Background: an optimization exercise with open tools, aiming at small area. Do not read the settings as production practice.
In this exercise RTL edits were held to simulation tests only and were not proved equivalent to the original.

== red ==
## Tetris_top
module Tetris_top(
	clk,
	rst,
	btnL,
	btnR,
	btnD,
	btnS,
	HSync,
	VSync,
	R,
	G,
	B,
	Seg,
	An
    );
	input clk, rst, btnL, btnR, btnD, btnS;
	output HSync, VSync;
	output [2:0] R;
	output [2:0] G;
	output [1:0] B;
	output [7:0] Seg;
	output [3:0] An;
	wire [1:0] c;
	wire [3:0] hlo;
	wire dirty;
	wire [49:0] gs_ent;
	wire [4:0] g_ps, g_q;
	wire [3:0] g_p, g_o;
	wire [15:0] score;
	tetris_main M_TET(.clk(clk), .rst(rst), .c(c), .Btn_Left(btnL), .Btn_Right(btnR), .Btn_Down(btnD),
		.Btn_Spin(btnS), .gs_ent(gs_ent), .dirty(dirty), .g_ps(g_ps), .g_q(g_q), .g_p(g_p), .g_o(g_o), .Score(score));
	tetris_vga2 M_VGA(.clk(clk), .rst(rst), .c(c), .hlo(hlo), .dirty(dirty), .gs_ent(gs_ent), .g_ps(g_ps), .g_q(g_q),
		.g_p(g_p), .g_o(g_o), .HSync(HSync), .VSync(VSync), .R(R), .G(G), .B(B));
	tetris_seg  M_SEG(.clk(clk), .rst(rst), .num(score), .c(c), .hlo(hlo), .seg(Seg), .an(An));
endmodule
For scale: roughly 2100 cells after synthesis, ~28 I/O pins, ~20000 µm² of cells after synthesis.
export LEC_CHECK = 0
export ABC_AREA = 1
export CAP_MARGIN = 20
export CORE_MARGIN = 2
export CORE_UTILIZATION = 55
export CTS_BUF_LIST = sky130_fd_sc_hd__clkbuf_8
export CTS_CLUSTER_DIAMETER = 80
export CTS_CLUSTER_SIZE = 16
export HOLD_SLACK_MARGIN = 0
export PLACE_DENSITY = 0.7
export SLEW_MARGIN = 20
create_clock -name core_clock -period 12.0 [get_ports {clk}]
standard.sh (not shown) runs the stock make flow with config.mk's settings and CLKGATE_MAP_FILE= SYNTH_SCRIPT=/design/flow/synth_recipe.tcl, a recipe that flattens the netlist after the stock synthesis.
==> flow/flow/run.sh <==
#!/bin/bash
# Layout flow: the standard flow, with one extra step after the standard
# synthesis.  The combinational logic of the synthesized netlist is mapped a
# second time with a stronger ABC script (flow/remap.tcl, flow/remap.abc);
# the registers of the standard synthesis are kept as they are (same cells,
# same names).  Then the standard flow continues from that netlist.
# Each tool's output goes to a log file of its own in this folder.
set -euo pipefail
HERE=$PWD
RES=$HERE/orfs/results/$FLOW_PLATFORM/Tetris_top/base

# 1. standard synthesis
bash standard.sh "$RES/1_2_yosys.v" > 1_synth_standard.log 2>&1
cp "$RES/1_2_yosys.v" "$HERE/1_2_yosys_standard.v"

# 2. second mapping of the combinational logic, repeated a few times on its
#    own result; the smallest netlist is kept
export REMAP_LIB=$FLOW_HOME/platforms/$FLOW_PLATFORM/lib/sky130_fd_sc_hd__tt_025C_1v80.lib
export REMAP_SCRIPT=$HERE/flow/remap.abc
export REMAP_CONSTR=$HERE/flow/remap.constr
export REMAP_PERIOD_PS=$(awk "BEGIN{print int($FLOW_PERIOD_NS*1000)}")
prev=$HERE/1_2_yosys_standard.v
best=""; best_area=""
for i in 1 2 3 4 5 6; do
  export REMAP_IN=$prev
  export REMAP_OUT=$HERE/1_2_yosys_remap$i.v
  export REMAP_STAT=$HERE/remap_stat$i.txt
  yosys -c flow/remap.tcl > 2_remap$i.log 2>&1
  area=$(awk '/Chip area for module/ {print $NF}' "$REMAP_STAT")
  echo "pass $i: area $area" >> 2_remap_summary.log
  if [[ -z "$best" ]] || awk "BEGIN{exit !($area < $best_area)}"; then
    best=$REMAP_OUT; best_area=$area
  fi
  prev=$REMAP_OUT
done
echo "kept $best ($best_area)" >> 2_remap_summary.log
cp "$best" "$RES/1_2_yosys.v"
touch "$RES/1_2_yosys.v"

# 3. the rest of the standard flow, from the re-mapped netlist (with the
#    clock tree options of flow/cts_args.txt, if there is one)
if [[ -f flow/cts_args.txt ]]; then
  export CTS_ARGS="$(cat flow/cts_args.txt)"
fi
bash standard.sh > 3_layout_standard.log 2>&1
==> flow/flow/cts_args.txt <==
-sink_clustering_enable -repair_clock_nets -sink_clustering_size 20 -sink_clustering_max_diameter 70 -buf_list sky130_fd_sc_hd__clkbuf_8 -dont_use_dummy_load
==> flow/flow/remap.tcl <==
# Second mapping of the combinational logic of the standard synthesis netlist
# with a stronger ABC script.  The sequential cells (their instances and
# names) are kept as they are; only the logic between them is re-mapped.
yosys -import
set lib $::env(REMAP_LIB)
read_liberty -ignore_miss_func $lib
read_verilog $::env(REMAP_IN)
hierarchy -top Tetris_top
# keep the sequential cells
foreach m [split [string trim [tee -q -s result.string select -list-mod =sky130_fd_sc_hd__*df* =sky130_fd_sc_hd__*dl*]] "\n"] {
  setattr -mod -set keep_hierarchy 1 $m
}
flatten
opt_clean -purge
techmap
opt -fast -purge
# the platform's don't-use cells (platforms/sky130hd/config.mk)
set dont_use {}
foreach c {sky130_fd_sc_hd__probe_p_8 sky130_fd_sc_hd__probec_p_8 sky130_fd_sc_hd__lpflow_bleeder_1
           sky130_fd_sc_hd__lpflow_clkbufkapwr_1 sky130_fd_sc_hd__lpflow_clkbufkapwr_16 sky130_fd_sc_hd__lpflow_clkbufkapwr_2
           sky130_fd_sc_hd__lpflow_clkbufkapwr_4 sky130_fd_sc_hd__lpflow_clkbufkapwr_8 sky130_fd_sc_hd__lpflow_clkinvkapwr_1
           sky130_fd_sc_hd__lpflow_clkinvkapwr_16 sky130_fd_sc_hd__lpflow_clkinvkapwr_2 sky130_fd_sc_hd__lpflow_clkinvkapwr_4
           sky130_fd_sc_hd__lpflow_clkinvkapwr_8 sky130_fd_sc_hd__lpflow_decapkapwr_12 sky130_fd_sc_hd__lpflow_decapkapwr_3
           sky130_fd_sc_hd__lpflow_decapkapwr_4 sky130_fd_sc_hd__lpflow_decapkapwr_6 sky130_fd_sc_hd__lpflow_decapkapwr_8
           sky130_fd_sc_hd__lpflow_inputiso0n_1 sky130_fd_sc_hd__lpflow_inputiso0p_1 sky130_fd_sc_hd__lpflow_inputiso1n_1
           sky130_fd_sc_hd__lpflow_inputiso1p_1 sky130_fd_sc_hd__lpflow_inputisolatch_1 sky130_fd_sc_hd__lpflow_isobufsrc_1
           sky130_fd_sc_hd__lpflow_isobufsrc_16 sky130_fd_sc_hd__lpflow_isobufsrc_2 sky130_fd_sc_hd__lpflow_isobufsrc_4
           sky130_fd_sc_hd__lpflow_isobufsrc_8 sky130_fd_sc_hd__lpflow_isobufsrckapwr_16 sky130_fd_sc_hd__lpflow_lsbuf_lh_hl_isowell_tap_1
           sky130_fd_sc_hd__lpflow_lsbuf_lh_hl_isowell_tap_2 sky130_fd_sc_hd__lpflow_lsbuf_lh_hl_isowell_tap_4
           sky130_fd_sc_hd__lpflow_lsbuf_lh_isowell_4 sky130_fd_sc_hd__lpflow_lsbuf_lh_isowell_tap_1
           sky130_fd_sc_hd__lpflow_lsbuf_lh_isowell_tap_2 sky130_fd_sc_hd__lpflow_lsbuf_lh_isowell_tap_4} {
  lappend dont_use -dont_use $c
}
abc -script $::env(REMAP_SCRIPT) -liberty $lib {*}$dont_use -constr $::env(REMAP_CONSTR) -D $::env(REMAP_PERIOD_PS)
opt_clean -purge
hilomap -singleton -hicell sky130_fd_sc_hd__conb_1 HI -locell sky130_fd_sc_hd__conb_1 LO
insbuf -buf sky130_fd_sc_hd__buf_4 A X
splitnets
opt_clean -purge
foreach m [split [string trim [tee -q -s result.string select -list-mod =sky130_fd_sc_hd__*]] "\n"] {
  blackbox $m
}
tee -o $::env(REMAP_STAT) stat -liberty $lib
write_verilog -noattr -nohex -nodec $::env(REMAP_OUT)
Other scripts of this flow, unchanged in this note and not shown: flow/flow/remap.abc, flow/flow/remap.constr
Edits applied to the flow inputs when going from red to blue:
-- flow/flow/run.sh --
<<< red, line 16
# 2. second mapping of the combinational logic, repeated a few times on its
#    own result; the smallest netlist is kept
>>> blue, line 16
# 2. second mapping of the combinational logic, repeated on its own result
#    (every third pass with a second script, flow/remap_b.abc); the smallest
#    netlist is kept.  A pass whose result is implausibly small (under 70% of
#    the standard synthesis) is not kept.
<<< red, line 24
for i in 1 2 3 4 5 6; do
>>> blue, line 26
std_area=$(awk '/Chip area for module/ {print $NF}' "$HERE/orfs/reports/$FLOW_PLATFORM/Tetris_top/base/synth_stat.txt" 2>/dev/null || true)
for i in $(seq 1 12); do
  if (( i % 3 == 0 )); then export REMAP_SCRIPT=$HERE/flow/remap_b.abc; else export REMAP_SCRIPT=$HERE/flow/remap.abc; fi
<<< red, line 28
  yosys -c flow/remap.tcl > 2_remap$i.log 2>&1
  area=$(awk '/Chip area for module/ {print $NF}' "$REMAP_STAT")
>>> blue, line 32
  if ! yosys -c flow/remap.tcl > 2_remap$i.log 2>&1; then
    echo "pass $i: failed" >> 2_remap_summary.log
    continue
  fi
  area=$(awk '/Chip area for module/ {print $NF}' "$REMAP_STAT" 2>/dev/null || true)
  if [[ -z "$area" ]]; then
    echo "pass $i: no area" >> 2_remap_summary.log
    continue
  fi
<<< red, line 31
>>> blue, line 42
  if [[ -n "$std_area" ]] && awk "BEGIN{exit !($area < 0.7 * $std_area)}"; then
    echo "pass $i: result rejected (standard synthesis $std_area)" >> 2_remap_summary.log
    continue
  fi
<<< red, line 36
>>> blue, line 51
if [[ -z "$best" ]]; then best=$HERE/1_2_yosys_standard.v; best_area=$std_area; fi
==> flow/flow/cts_args.txt <==
-sink_clustering_enable -repair_clock_nets -sink_clustering_size 16 -sink_clustering_max_diameter 80 -buf_list sky130_fd_sc_hd__clkbuf_8 -dont_use_dummy_load
==> flow/flow/remap_b.abc (new file) <==
strash
dc2
dch -f
&get -n
&nf -R 1000
&put
mfs
strash
dch -f
&get -n
&nf -R 1000
&put
mfs
strash
dch -f
&get -n
&nf -R 1000
&put
topo
Results
- Compare red and blue | post-synthesis to final-layout area growth higher: blue
- Re total stage count of the critical path: red and blue aren't equal, and the higher value belongs to red.
- The cell count after synthesis of blue falls short of that of red by about 0.4%.
- Both conditions hold for blue: the flow ran to the end and the final layout passed the timing, DRC and antenna checks.
Here is what was changed in the inputs of green compared with blue.
-- flow/flow/run.sh --
<<< blue, line 16
# 2. second mapping of the combinational logic, repeated on its own result
#    (every third pass with a second script, flow/remap_b.abc); the smallest
#    netlist is kept.  A pass whose result is implausibly small (under 70% of
#    the standard synthesis) is not kept.
>>> green, line 16
# 2. second mapping of the combinational logic, repeated a few times on its
#    own result; the smallest netlist is kept
<<< blue, line 26
std_area=$(awk '/Chip area for module/ {print $NF}' "$HERE/orfs/reports/$FLOW_PLATFORM/Tetris_top/base/synth_stat.txt" 2>/dev/null || true)
for i in $(seq 1 12); do
  if (( i % 3 == 0 )); then export REMAP_SCRIPT=$HERE/flow/remap_b.abc; else export REMAP_SCRIPT=$HERE/flow/remap.abc; fi
>>> green, line 24
for i in 1 2 3 4 5 6; do
<<< blue, line 32
  if ! yosys -c flow/remap.tcl > 2_remap$i.log 2>&1; then
    echo "pass $i: failed" >> 2_remap_summary.log
    continue
  fi
  area=$(awk '/Chip area for module/ {print $NF}' "$REMAP_STAT" 2>/dev/null || true)
  if [[ -z "$area" ]]; then
    echo "pass $i: no area" >> 2_remap_summary.log
    continue
  fi
>>> green, line 28
  yosys -c flow/remap.tcl > 2_remap$i.log 2>&1
  area=$(awk '/Chip area for module/ {print $NF}' "$REMAP_STAT")
<<< blue, line 42
  if [[ -n "$std_area" ]] && awk "BEGIN{exit !($area < 0.7 * $std_area)}"; then
    echo "pass $i: result rejected (standard synthesis $std_area)" >> 2_remap_summary.log
    continue
  fi
>>> green, line 31
<<< blue, line 51
if [[ -z "$best" ]]; then best=$HERE/1_2_yosys_standard.v; best_area=$std_area; fi
>>> green, line 36
removed: flow/flow/remap_b.abc
## What came out
The clock transition time at the flip-flop clock pins of the worst setup and hold paths on green is in line with that on blue. Number of non-clock buffers on green is up relative to blue. Sort blue and green by summed instance area of the synthesized netlist asc -> top: blue. Final non-filler cell area on green is behind blue.
## Diff of input files: orange against green
==> flow/flow/cts_args.txt <==
-sink_clustering_enable -repair_clock_nets -buf_list sky130_fd_sc_hd__clkbuf_8 -dont_use_dummy_load
- Wire: orange routes more than green
- Share of the final layout cell area in sequential cells: orange < green
- Smallest hold slack delta (orange − green): unfavourable
- green -> orange: clock-buffer cell count increased by more than 100%
- Reported for orange and green, post-placement cell area turned out identical to the last digit.

## static timing again, ports no longer ideal
Ports are ideal in the flow. The routed layouts listed here were re-timed in OpenROAD. Step 1 sets driving cells, clkbuf_16 on the clock port and buf_2 on the other inputs (assumed; they add their load-dependent delay and slew). Step 2 also shifts input and output timing later by t, the mid clock arrival at the registers, as if the neighbouring blocks saw the same clock. Slacks: ideal ports / drivers / drivers and shift; pairs: ideal ports / drivers.
run	t, ns	setup slack, ns	worst register clock-pin slew, ns	pins driven straight from the clock port
red	0.665	2.411 / 2.411 / 2.411	0.12 / 0.12	1
blue	0.656	3.042 / 3.042 / 3.042	0.11 / 0.11	1
green	0.660	2.482 / 2.482 / 2.476	0.12 / 0.12	1
orange	0.658	2.397 / 2.397 / 2.397	0.06 / 0.06	1
After both steps setup and hold are still met in every run listed. The setup slack of green, which loses most, moves by 0.000 ns with the drivers and by -0.006 ns with both steps.
